What follows belongs to an exercise in optimizing a design on an open flow for small area; a production flow would make more cautious choices. Function was checked by simulation only, so behaviour that the tests miss may differ from the original. Power is estimated from default activity; no workload was simulated.

==> inputs of umber <==
==> flow/design.v (excerpt) <==
module ahb_system (
    input          clk,
    input          rstn,
    input  [31:0]  m_addr_in,
    input  [2:0]   m_burst_in,
    input  [2:0]   m_size_in,
    input          m_sel_in,
    input          m_valid_in,
    input          m_write_in,
    input          m_delay_in,
    input          m_error_in,
    input  [31:0]  m_wdata_in,
    output         m_busy_out,
    output         m_error_out,
    output [31:0]  m_rdata_out,
    output         m_ready_out,
    output [31:0]  s0_addr_out,
    output [2:0]   s0_burst_out,
    output [2:0]   s0_size_out,
    output         s0_sel_out,
    output         s0_write_out,
    output [31:0]  s0_wdata_out,
    output         s0_error_out,
    input          s0_error_in,
    input  [31:0]  s0_rdata_in,
    input          s0_ready_in,
    output [31:0]  s1_addr_out,
    output [2:0]   s1_burst_out,
    output [2:0]   s1_size_out,
    output         s1_sel_out,
    output         s1_write_out,
    output [31:0]  s1_wdata_out,
    output         s1_error_out,
    input          s1_error_in,
    input  [31:0]  s1_rdata_in,
    input          s1_ready_in
);
==> flow/config.mk <==
export PLATFORM = sky130hd
export DESIGN_NAME = ahb_system
export DESIGN_NICKNAME = ahb_system
export VERILOG_FILES = /design/flow/design.v
export SDC_FILE = /design/flow/constraint.sdc
export NUM_CORES = 4
export LEC_CHECK = 0
export ABC_AREA = 1
export CAP_MARGIN = 20
export CORE_MARGIN = 2
export CORE_UTILIZATION = 70
export CTS_BUF_LIST = sky130_fd_sc_hd__clkbuf_4
export SLEW_MARGIN = 20
==> flow/constraint.sdc <==
create_clock -name core_clock -period 20.0 [get_ports {clk}]
set_input_delay 4.0000 -clock core_clock [delete_from_list [all_inputs] [get_ports {clk}]]
set_output_delay 4.0000 -clock core_clock [all_outputs]
set_load 0.01 [all_outputs]
standard.sh (not shown) runs the stock make flow with config.mk's settings and CLKGATE_MAP_FILE= SYNTH_SCRIPT=/design/flow/synth_recipe.tcl, a recipe that flattens the netlist after the stock synthesis.
==> flow/flow/run.sh <==
#!/bin/bash
# The standard layout (standard.sh: ORFS from synthesis to finish) with
# three changes to how the layout is made:
#  - synthesis maps the logic for area (synth_area.tcl: no adder cells, an
#    area-only ABC script);
#  - every port still gets a buffer, but the smallest one (buf_1);
#  - clock tree synthesis uses clkbuf_4 in clusters of at most 8 sinks and
#    adds no dummy loads.
# make's full output goes to standard.log here; each ORFS step's log is under
# orfs/logs/.
set -euo pipefail
here=$(pwd)
export FLOW_SYNTH_TCL="$here/synth_recipe.tcl"
export AREA_ABC_SCRIPT="$here/flow/abc_area.script"
export BUFFER_PORTS_ARGS="-buffer_cell sky130_fd_sc_hd__buf_1"
export CTS_ARGS="-sink_clustering_enable -repair_clock_nets -dont_use_dummy_load -buf_list sky130_fd_sc_hd__clkbuf_4 -sink_clustering_size 8 -sink_clustering_max_diameter 50"
sed "s#SYNTH_SCRIPT=[^ ]*#SYNTH_SCRIPT=$here/flow/synth_area.tcl#" standard.sh > standard_area.sh
grep -q "SYNTH_SCRIPT=$here/flow/synth_area.tcl" standard_area.sh
bash standard_area.sh > standard.log 2>&1
==> flow/flow/abc_area.script <==
strash
&get -n
&st
&deepsyn -T 30
&put
dch -f
amap -m
strash
dch -f
amap -m
topo
==> flow/flow/synth_area.tcl <==
# The standard flow's synthesis script (synth_recipe.tcl) with two changes to how the
# logic is mapped: Yosys does not pull out half and full adders for the
# adder cells (extract_fa), and ABC maps all the logic with an area-only
# script (abc_area.script beside this file) in place of the ORFS script.
# Registers are mapped before either step, so they are the same as in the
# standard synthesis.
proc extract_fa {args} {
  puts "synth_area.tcl: extract_fa skipped"
}
proc abc {args} {
  set i [lsearch $args -script]
  set args [lreplace $args $i [expr {$i + 1}] -script $::env(AREA_ABC_SCRIPT)]
  yosys abc {*}$args
}
source $::env(FLOW_SYNTH_TCL)
==> sierra: changes against umber <==
--- a/flow/design.v
+++ b/flow/design.v
@@ -68,27 +68,28 @@
 reg  [1:0]   htrans;
 reg          hwrite;
 reg  [2:0]   m_state;
 reg  [2:0]   m_next;
 reg  [4:0]   m_bc;
+reg          m_b2s;
 reg  [1:0]   m_tu;
 reg  [2:0]   m_wc;
 reg  [31:0]  m_taddr;
-reg  [31:0]  m_wnext_n;     
-reg  [31:0]  m_wout_n;
+reg  [31:0]  m_wnext;
+reg  [31:0]  m_wout;
 reg          m_ready_r;
 reg          m_error_r;
 reg  [31:0]  m_rdata_r;
-reg  [31:0]  x_rdata_n;     
+reg  [31:0]  x_rdata;
 reg          x_ready;
 reg          x_resp;
 reg  [1:0]   d_cur;
 reg  [1:0]   d_nxt;
-reg  [31:0]  c_rdata_n;
+reg  [31:0]  c_rdata;
 reg          c_ready;
 reg          c_resp;
-reg  [31:0]  w_data_n;
+reg  [31:0]  w_data;
 wire  [1:0]  h_class  =  (haddr[31:16] != 16'h2030)  ? 2'd0 :
                          (haddr[15:10] == 6'd0)      ? 2'd2 :
                          (haddr[15:10] == 6'd1)      ? 2'd3 : 2'd1;
 wire         d_upd    =  x_ready || !d_cur;
 wire  [1:0]  d_cur_nx =  d_upd ? d_nxt : d_cur;
@@ -149,27 +150,27 @@
     .rdata_nx     (s_rdata_nx1),
     .ready_nx     (s_ready_nx1),
     .resp_nx      (s_resp_nx1),
     .wgate        (s_wgate1)
 );
-assign  s0_wdata_out  =  s_wgate0 ? ~w_data_n : 32'd0;
-assign  s1_wdata_out  =  s_wgate1 ? ~w_data_n : 32'd0;
+assign  s0_wdata_out  =  s_wgate0 ? w_data : 32'd0;
+assign  s1_wdata_out  =  s_wgate1 ? w_data : 32'd0;
 assign  s0_error_out  =  1'b0;
 assign  s1_error_out  =  1'b0;
 always @(posedge clk) begin
-    w_data_n <=  m_wout_n;
-    c_rdata_n <= ~((d_cur_nx == 2'd3) ? s_rdata_nx1 : (d_cur_nx == 2'd2) ? s_rdata_nx0 : 32'd0);
+    w_data   <=  m_wout;
+    c_rdata  <=  (d_cur_nx == 2'd3) ? s_rdata_nx1 : (d_cur_nx == 2'd2) ? s_rdata_nx0 : 32'd0;
     c_ready  <=  (d_cur_nx == 2'd3) ? s_ready_nx1 : (d_cur_nx == 2'd2) ? s_ready_nx0 : 1'b1;
     c_resp   <=  (d_cur_nx == 2'd3) ? s_resp_nx1  : (d_cur_nx == 2'd2) ? s_resp_nx0  : d_cur_nx[0];
 end
 always @(posedge clk or negedge rstn) begin
     if (!rstn) begin
-        x_rdata_n  <=  32'hffffffff;
+        x_rdata  <=  0;
         x_ready  <=  1;
         x_resp   <=  0;
     end else begin
-        x_rdata_n  <=  c_rdata_n;
+        x_rdata  <=  c_rdata;
         x_ready  <=  c_ready;
         x_resp   <=  c_resp;
     end
 end
 reg  [2:0]  m_len;
@@ -196,25 +197,11 @@
 wire          m_add_new       =  (m_ready_r || !m_tu[1]) && m_valid_in;
 wire          m_trans_changed =  (m_taddr != m_addr_in) || (m_burst_in != hburst) || (m_size_in != hsize);
 wire          m_len_fixed     =  hburst[2] || hburst[1];
 wire          m_incr          =  (hburst == 3'd1);
 wire          m_timeout       =  (m_wc == 3'd6);
-wire          m_b2s           =  (m_state == ST_BUSY);
-wire  [31:0]  m_binc          =  burst_addr(haddr, hsize, hburst);
-wire          m_bzero         =  !hburst || !m_bc;
-reg  [31:0]  haddr_d;
-always @(*) begin
-    haddr_d  =  haddr;
-    case (m_next)
-        ST_RST:     haddr_d  =  32'd0;
-        ST_BUSY:    haddr_d  =  m_bzero ? 32'd0 : m_binc;
-        ST_NONSEQ:  if (m_add_new) haddr_d  =  m_addr_in;
-        ST_SEQ:     if (!m_b2s && (m_bc || m_incr) && !(m_tu[1] && !x_ready))
-                        haddr_d  =  m_bzero ? 32'd0 : m_binc;
-        default: ;
-    endcase
-end
+wire  [31:0]  m_bnext         =  (!hburst || !m_bc) ? 32'd0 : burst_addr(haddr, hsize, hburst);
 always @(*) begin
     m_next  =  ST_RST;
     if (!rstn)
         m_next  =  ST_RST;
     else case (m_state)
@@ -284,12 +271,16 @@
             m_next  =  m_tu[1] ? ST_ERROR : ST_RST;
         end
         default: m_next  =  ST_RST;
     endcase
 end
-always @(posedge clk)
-    m_state  <=  m_next;
+always @(posedge clk or negedge rstn) begin
+    if (!rstn)
+        m_state  <=  ST_RST;
+    else
+        m_state  <=  m_next;
+end
 always @(posedge clk or negedge rstn) begin
     if (!rstn) begin
         m_tu    <=  0;
     end else begin
         case (m_next)
@@ -315,29 +306,34 @@
 end
 always @(posedge clk) begin
     begin
         case (m_next)
             ST_RST: begin
+                haddr   <=  0;
                 hburst  <=  0;
                 hsize   <=  0;
                 htrans  <=  0;
                 hwrite  <=  0;
                 m_bc    <=  0;
+                m_b2s   <=  0;
                 m_wc    <=  0;
             end
             ST_IDLE: begin
                 htrans  <=  TR_IDLE;
+                m_b2s   <=  0;
                 if (m_tu && x_ready) begin
                     m_wc  <=  m_tu[1] ? m_wc : 3'd0;
                 end else if (m_tu) begin
                     m_wc  <=  m_wc + 3'd1;
                 end else begin
                     m_wc  <=  0;
                 end
             end
             ST_BUSY: begin
                 htrans  <=  TR_BUSY;
+                m_b2s   <=  1;
+                haddr   <=  m_bnext;
                 m_bc    <=  m_incr ? 5'd0 : (m_bc - 5'd1);
                 if (m_tu && x_ready) begin
                     m_wc  <=  m_tu[1] ? m_wc : 3'd0;
                 end else if (m_tu) begin
                     m_wc  <=  m_wc + 3'd1;
@@ -345,25 +341,29 @@
                     m_wc  <=  0;
                 end
             end
             ST_NONSEQ: begin
                 if (m_add_new) begin
+                    haddr   <=  m_addr_in;
                     hburst  <=  m_burst_in;
                     hsize   <=  m_size_in;
                     htrans  <=  TR_NONSEQ;
                     hwrite  <=  m_write_in;
                     m_bc    <=  5'd1 << m_len;
                 end
+                m_b2s  <=  0;
                 if (m_tu[1])
                     m_wc  <=  !x_ready ? (m_wc + 3'd1) : m_wc;
                 else
                     m_wc  <=  !x_ready ? m_wc : 3'd0;
             end
             ST_SEQ: begin
                 htrans  <=  TR_SEQ;
                 if (m_b2s) begin
+                    m_b2s  <=  0;
                 end else if (m_bc || m_incr) begin
+                    haddr  <=  (m_tu[1] && !x_ready) ? haddr : m_bnext;
                     m_bc   <=  (m_incr || (m_tu[1] && !x_ready)) ? m_bc : (m_bc - 5'd1);
                 end
                 if (x_ready)
                     m_wc  <=  m_tu[1] ? m_wc : 3'd0;
                 else
@@ -372,31 +372,32 @@
             default: ;
         endcase
     end
 end
 always @(posedge clk) begin
-    haddr  <=  haddr_d;
-    if (m_next == ST_NONSEQ)
-        m_taddr  <=  haddr_d;
+    if (m_next == ST_NONSEQ && m_add_new)
+        m_taddr  <=  m_addr_in;
+    else if (m_next == ST_NONSEQ)
+        m_taddr  <=  haddr;
 end
 always @(posedge clk) begin
     case (m_next)
         ST_IDLE: begin
             if (x_ready && hwrite) begin
-                m_wnext_n  <=  ~m_wdata_in;
-                m_wout_n   <=  m_wnext_n;
+                m_wnext  <=  m_wdata_in;
+                m_wout   <=  m_wnext;
             end
         end
         ST_BUSY, ST_NONSEQ, ST_SEQ: begin
             if (!m_tu[1] || x_ready) begin
-                m_wnext_n  <=  ~m_wdata_in;
-                m_wout_n   <=  m_wnext_n;
+                m_wnext  <=  m_wdata_in;
+                m_wout   <=  m_wnext;
             end
         end
         ST_RST, ST_ERROR: begin
-            m_wnext_n  <=  32'hffffffff;
-            m_wout_n   <=  32'hffffffff;
+            m_wnext  <=  0;
+            m_wout   <=  0;
         end
         default: ;
     endcase
 end
 always @(posedge clk or negedge rstn) begin
@@ -412,16 +413,16 @@
                 m_rdata_r  <=  0;
             end
             ST_IDLE: begin
                 m_ready_r  <=  m_tu ? x_ready : 1'b0;
                 m_error_r  <=  m_tu ? x_resp : 1'b0;
-                m_rdata_r  <=  (!m_tu || x_resp || !x_ready) ? 32'd0 : ~x_rdata_n;
+                m_rdata_r  <=  (!m_tu || x_resp || !x_ready) ? 32'd0 : x_rdata;
             end
             ST_BUSY, ST_NONSEQ, ST_SEQ: begin
                 m_ready_r  <=  x_ready;
                 m_error_r  <=  x_resp;
-                m_rdata_r  <=  (!x_resp && x_ready) ? ~x_rdata_n : 32'd0;
+                m_rdata_r  <=  (!x_resp && x_ready) ? x_rdata : 32'd0;
             end
             ST_ERROR: begin
                 m_ready_r  <=  1;
                 m_error_r  <=  1;
                 m_rdata_r  <=  0;
@@ -495,14 +496,13 @@
 wire          t_idle    =  (htrans == 2'd0);
 wire          t_busy    =  (htrans == 2'd1);
 wire          t_nonseq  =  (htrans == 2'd2);
 wire          t_seq     =  (htrans == 2'd3);
 wire          incr      =  (burst_out == 3'd1);
-wire  [31:0]  binc      =  burst_addr(addr_out, size_out, burst_out);
-wire          bzero     =  !burst_out || !bc;
+wire  [31:0]  bnext     =  (!burst_out || !bc) ? 32'd0 : burst_addr(addr_out, size_out, burst_out);
 wire          burst_chg =  (hburst != burst_out);
-wire          trans_chg =  (bzero ? (haddr != 32'd0) : (binc != haddr)) || burst_chg || (hsize != size_out);
+wire          trans_chg =  (bnext != haddr) || burst_chg || (hsize != size_out);
 wire          active;
 always @(*) begin
     next  =  ST_RST;
     if (!rstn)
         next  =  ST_RST;
@@ -566,30 +566,29 @@
                 next  =  ST_SEQ;
         end
         default: next  =  ST_RST;
     endcase
 end
-always @(posedge clk) begin
-    state  <=  next;
-    case (next)
-        ST_RST:     bc  <=  0;
-        ST_NONSEQ:  bc  <=  {1'b0, len};
-        ST_SEQ:     if (ready_in && !incr) bc  <=  bc - 4'd1;
-        default: ;
-    endcase
+always @(posedge clk or negedge rstn) begin
+    if (!rstn)
+        state  <=  ST_RST;
+    else
+        state  <=  next;
 end
 always @(posedge clk or negedge rstn) begin
     if (!rstn) begin
+        bc         <=  0;
         burst_out  <=  0;
         addr_out   <=  0;
         sel_out    <=  0;
         size_out   <=  0;
         write_out  <=  0;
         wgate      <=  0;
     end else begin
         case (next)
             ST_RST: begin
+                bc         <=  0;
                 burst_out  <=  0;
                 addr_out   <=  0;
                 sel_out    <=  0;
                 size_out   <=  0;
                 write_out  <=  0;
@@ -601,14 +600,18 @@
                 burst_out  <=  hburst;
                 addr_out   <=  haddr;
                 sel_out    <=  1;
                 size_out   <=  hsize;
                 write_out  <=  hwrite;
+                bc         <=  {1'b0, len};
             end
             ST_SEQ: begin
-                if (ready_in)
-                    addr_out  <=  bzero ? 32'd0 : binc;
+                if (ready_in) begin
+                    addr_out  <=  bnext;
+                    if (!incr)
+                        bc  <=  bc - 4'd1;
+                end
             end
             default: ;
         endcase
         wgate  <=  active && write_out && !error_in;
     end
==> flow/flow/run.sh (replaced) <==
#!/bin/bash
# The standard layout (standard.sh, ORFS from synthesis to finish) with two
# changes to how the layout is made: every port still gets a buffer, but the
# smallest one (buf_1), and clock tree synthesis adds no dummy loads.
set -euo pipefail
export BUFFER_PORTS_ARGS="-buffer_cell sky130_fd_sc_hd__buf_1"
export CTS_ARGS="-sink_clustering_enable -repair_clock_nets -dont_use_dummy_load -buf_list sky130_fd_sc_hd__clkbuf_4"
bash standard.sh > standard.log 2>&1
removed: flow/flow/abc_area.script
removed: flow/flow/synth_area.tcl
==> violet: changes against umber <==
--- a/flow/design.v
+++ b/flow/design.v
@@ -68,27 +68,28 @@
 reg  [1:0]   htrans;
 reg          hwrite;
 reg  [2:0]   m_state;
 reg  [2:0]   m_next;
 reg  [4:0]   m_bc;
+reg          m_b2s;
 reg  [1:0]   m_tu;
 reg  [2:0]   m_wc;
 reg  [31:0]  m_taddr;
-reg  [31:0]  m_wnext_n;     
-reg  [31:0]  m_wout_n;
+reg  [31:0]  m_wnext;
+reg  [31:0]  m_wout;
 reg          m_ready_r;
 reg          m_error_r;
 reg  [31:0]  m_rdata_r;
-reg  [31:0]  x_rdata_n;     
+reg  [31:0]  x_rdata;
 reg          x_ready;
 reg          x_resp;
 reg  [1:0]   d_cur;
 reg  [1:0]   d_nxt;
-reg  [31:0]  c_rdata_n;
+reg  [31:0]  c_rdata;
 reg          c_ready;
 reg          c_resp;
-reg  [31:0]  w_data_n;
+reg  [31:0]  w_data;
 wire  [1:0]  h_class  =  (haddr[31:16] != 16'h2030)  ? 2'd0 :
                          (haddr[15:10] == 6'd0)      ? 2'd2 :
                          (haddr[15:10] == 6'd1)      ? 2'd3 : 2'd1;
 wire         d_upd    =  x_ready || !d_cur;
 wire  [1:0]  d_cur_nx =  d_upd ? d_nxt : d_cur;
@@ -149,27 +150,27 @@
     .rdata_nx     (s_rdata_nx1),
     .ready_nx     (s_ready_nx1),
     .resp_nx      (s_resp_nx1),
     .wgate        (s_wgate1)
 );
-assign  s0_wdata_out  =  s_wgate0 ? ~w_data_n : 32'd0;
-assign  s1_wdata_out  =  s_wgate1 ? ~w_data_n : 32'd0;
+assign  s0_wdata_out  =  s_wgate0 ? w_data : 32'd0;
+assign  s1_wdata_out  =  s_wgate1 ? w_data : 32'd0;
 assign  s0_error_out  =  1'b0;
 assign  s1_error_out  =  1'b0;
 always @(posedge clk) begin
-    w_data_n <=  m_wout_n;
-    c_rdata_n <= ~((d_cur_nx == 2'd3) ? s_rdata_nx1 : (d_cur_nx == 2'd2) ? s_rdata_nx0 : 32'd0);
+    w_data   <=  m_wout;
+    c_rdata  <=  (d_cur_nx == 2'd3) ? s_rdata_nx1 : (d_cur_nx == 2'd2) ? s_rdata_nx0 : 32'd0;
     c_ready  <=  (d_cur_nx == 2'd3) ? s_ready_nx1 : (d_cur_nx == 2'd2) ? s_ready_nx0 : 1'b1;
     c_resp   <=  (d_cur_nx == 2'd3) ? s_resp_nx1  : (d_cur_nx == 2'd2) ? s_resp_nx0  : d_cur_nx[0];
 end
 always @(posedge clk or negedge rstn) begin
     if (!rstn) begin
-        x_rdata_n  <=  32'hffffffff;
+        x_rdata  <=  0;
         x_ready  <=  1;
         x_resp   <=  0;
     end else begin
-        x_rdata_n  <=  c_rdata_n;
+        x_rdata  <=  c_rdata;
         x_ready  <=  c_ready;
         x_resp   <=  c_resp;
     end
 end
 reg  [2:0]  m_len;
@@ -196,11 +197,10 @@
 wire          m_add_new       =  (m_ready_r || !m_tu[1]) && m_valid_in;
 wire          m_trans_changed =  (m_taddr != m_addr_in) || (m_burst_in != hburst) || (m_size_in != hsize);
 wire          m_len_fixed     =  hburst[2] || hburst[1];
 wire          m_incr          =  (hburst == 3'd1);
 wire          m_timeout       =  (m_wc == 3'd6);
-wire          m_b2s           =  (m_state == ST_BUSY);
 wire  [31:0]  m_binc          =  burst_addr(haddr, hsize, hburst);
 wire          m_bzero         =  !hburst || !m_bc;
 reg  [31:0]  haddr_d;
 always @(*) begin
     haddr_d  =  haddr;
@@ -320,24 +320,27 @@
                 hburst  <=  0;
                 hsize   <=  0;
                 htrans  <=  0;
                 hwrite  <=  0;
                 m_bc    <=  0;
+                m_b2s   <=  0;
                 m_wc    <=  0;
             end
             ST_IDLE: begin
                 htrans  <=  TR_IDLE;
+                m_b2s   <=  0;
                 if (m_tu && x_ready) begin
                     m_wc  <=  m_tu[1] ? m_wc : 3'd0;
                 end else if (m_tu) begin
                     m_wc  <=  m_wc + 3'd1;
                 end else begin
                     m_wc  <=  0;
                 end
             end
             ST_BUSY: begin
                 htrans  <=  TR_BUSY;
+                m_b2s   <=  1;
                 m_bc    <=  m_incr ? 5'd0 : (m_bc - 5'd1);
                 if (m_tu && x_ready) begin
                     m_wc  <=  m_tu[1] ? m_wc : 3'd0;
                 end else if (m_tu) begin
                     m_wc  <=  m_wc + 3'd1;
@@ -351,18 +354,20 @@
                     hsize   <=  m_size_in;
                     htrans  <=  TR_NONSEQ;
                     hwrite  <=  m_write_in;
                     m_bc    <=  5'd1 << m_len;
                 end
+                m_b2s  <=  0;
                 if (m_tu[1])
                     m_wc  <=  !x_ready ? (m_wc + 3'd1) : m_wc;
                 else
                     m_wc  <=  !x_ready ? m_wc : 3'd0;
             end
             ST_SEQ: begin
                 htrans  <=  TR_SEQ;
                 if (m_b2s) begin
+                    m_b2s  <=  0;
                 end else if (m_bc || m_incr) begin
                     m_bc   <=  (m_incr || (m_tu[1] && !x_ready)) ? m_bc : (m_bc - 5'd1);
                 end
                 if (x_ready)
                     m_wc  <=  m_tu[1] ? m_wc : 3'd0;
@@ -380,23 +385,23 @@
 end
 always @(posedge clk) begin
     case (m_next)
         ST_IDLE: begin
             if (x_ready && hwrite) begin
-                m_wnext_n  <=  ~m_wdata_in;
-                m_wout_n   <=  m_wnext_n;
+                m_wnext  <=  m_wdata_in;
+                m_wout   <=  m_wnext;
             end
         end
         ST_BUSY, ST_NONSEQ, ST_SEQ: begin
             if (!m_tu[1] || x_ready) begin
-                m_wnext_n  <=  ~m_wdata_in;
-                m_wout_n   <=  m_wnext_n;
+                m_wnext  <=  m_wdata_in;
+                m_wout   <=  m_wnext;
             end
         end
         ST_RST, ST_ERROR: begin
-            m_wnext_n  <=  32'hffffffff;
-            m_wout_n   <=  32'hffffffff;
+            m_wnext  <=  0;
+            m_wout   <=  0;
         end
         default: ;
     endcase
 end
 always @(posedge clk or negedge rstn) begin
@@ -412,16 +417,16 @@
                 m_rdata_r  <=  0;
             end
             ST_IDLE: begin
                 m_ready_r  <=  m_tu ? x_ready : 1'b0;
                 m_error_r  <=  m_tu ? x_resp : 1'b0;
-                m_rdata_r  <=  (!m_tu || x_resp || !x_ready) ? 32'd0 : ~x_rdata_n;
+                m_rdata_r  <=  (!m_tu || x_resp || !x_ready) ? 32'd0 : x_rdata;
             end
             ST_BUSY, ST_NONSEQ, ST_SEQ: begin
                 m_ready_r  <=  x_ready;
                 m_error_r  <=  x_resp;
-                m_rdata_r  <=  (!x_resp && x_ready) ? ~x_rdata_n : 32'd0;
+                m_rdata_r  <=  (!x_resp && x_ready) ? x_rdata : 32'd0;
             end
             ST_ERROR: begin
                 m_ready_r  <=  1;
                 m_error_r  <=  1;
                 m_rdata_r  <=  0;
--- a/flow/config.mk
+++ b/flow/config.mk
@@ -6,8 +6,8 @@
 export NUM_CORES = 4
 export LEC_CHECK = 0
 export ABC_AREA = 1
 export CAP_MARGIN = 20
 export CORE_MARGIN = 2
-export CORE_UTILIZATION = 70
+export CORE_UTILIZATION = 55
 export CTS_BUF_LIST = sky130_fd_sc_hd__clkbuf_4
 export SLEW_MARGIN = 20
==> summary of the runs <==
umber ran to the end with no violations. sierra completed with no timing, DRC or antenna violations. violet completed with no timing, DRC or antenna violations.
Flip-flop and latch count is the same in violet and sierra.
Clock power: umber is lower than sierra (about 24%).
Critical path depth: sierra > umber > violet.
Die area: umber < sierra < violet.
In sequential power, violet and umber hardly differ.
Against umber, the combinational power of violet is lower by about 14%.
Sequential share of layout area, highest first: umber, violet, sierra.
Cell count, lowest first: umber, violet, sierra.
In umber the total power is smaller than in sierra, by 19%.

## static timing again, ports no longer ideal
Ports are ideal in the flow. The routed layouts listed here were re-timed in OpenROAD. Step 1, drivers: a clkbuf_16 drives clk and a buf_2 each remaining input, both assumed. Step 2 also shifts input and output timing later by t, the mid clock arrival at the registers, as if the neighbouring blocks saw the same clock. Three values: no drivers, after step 1, after step 2; two values: the first two.
run | t (ns) | setup WS [ns] | worst hold slack (ns) | clock arrival spread, ns | worst data-port slew with drivers (ns)
umber | 0.734 | 7.168 / 7.168 / 7.020 | 0.292 / 0.292 / 0.292 | 0.066 / 0.067 | 0.06
sierra | 0.814 | 6.589 / 6.589 / 6.589 | 0.301 / 0.301 / 0.301 | 0.085 / 0.085 | 0.07
violet | 0.752 | 7.166 / 7.166 / 7.166 | 0.303 / 0.303 / 0.303 | 0.057 / 0.056 | 0.06
After both steps every run listed still meets setup and hold. The setup slack of umber, which loses most, moves by 0.000 ns with the drivers and by -0.148 ns with both steps.
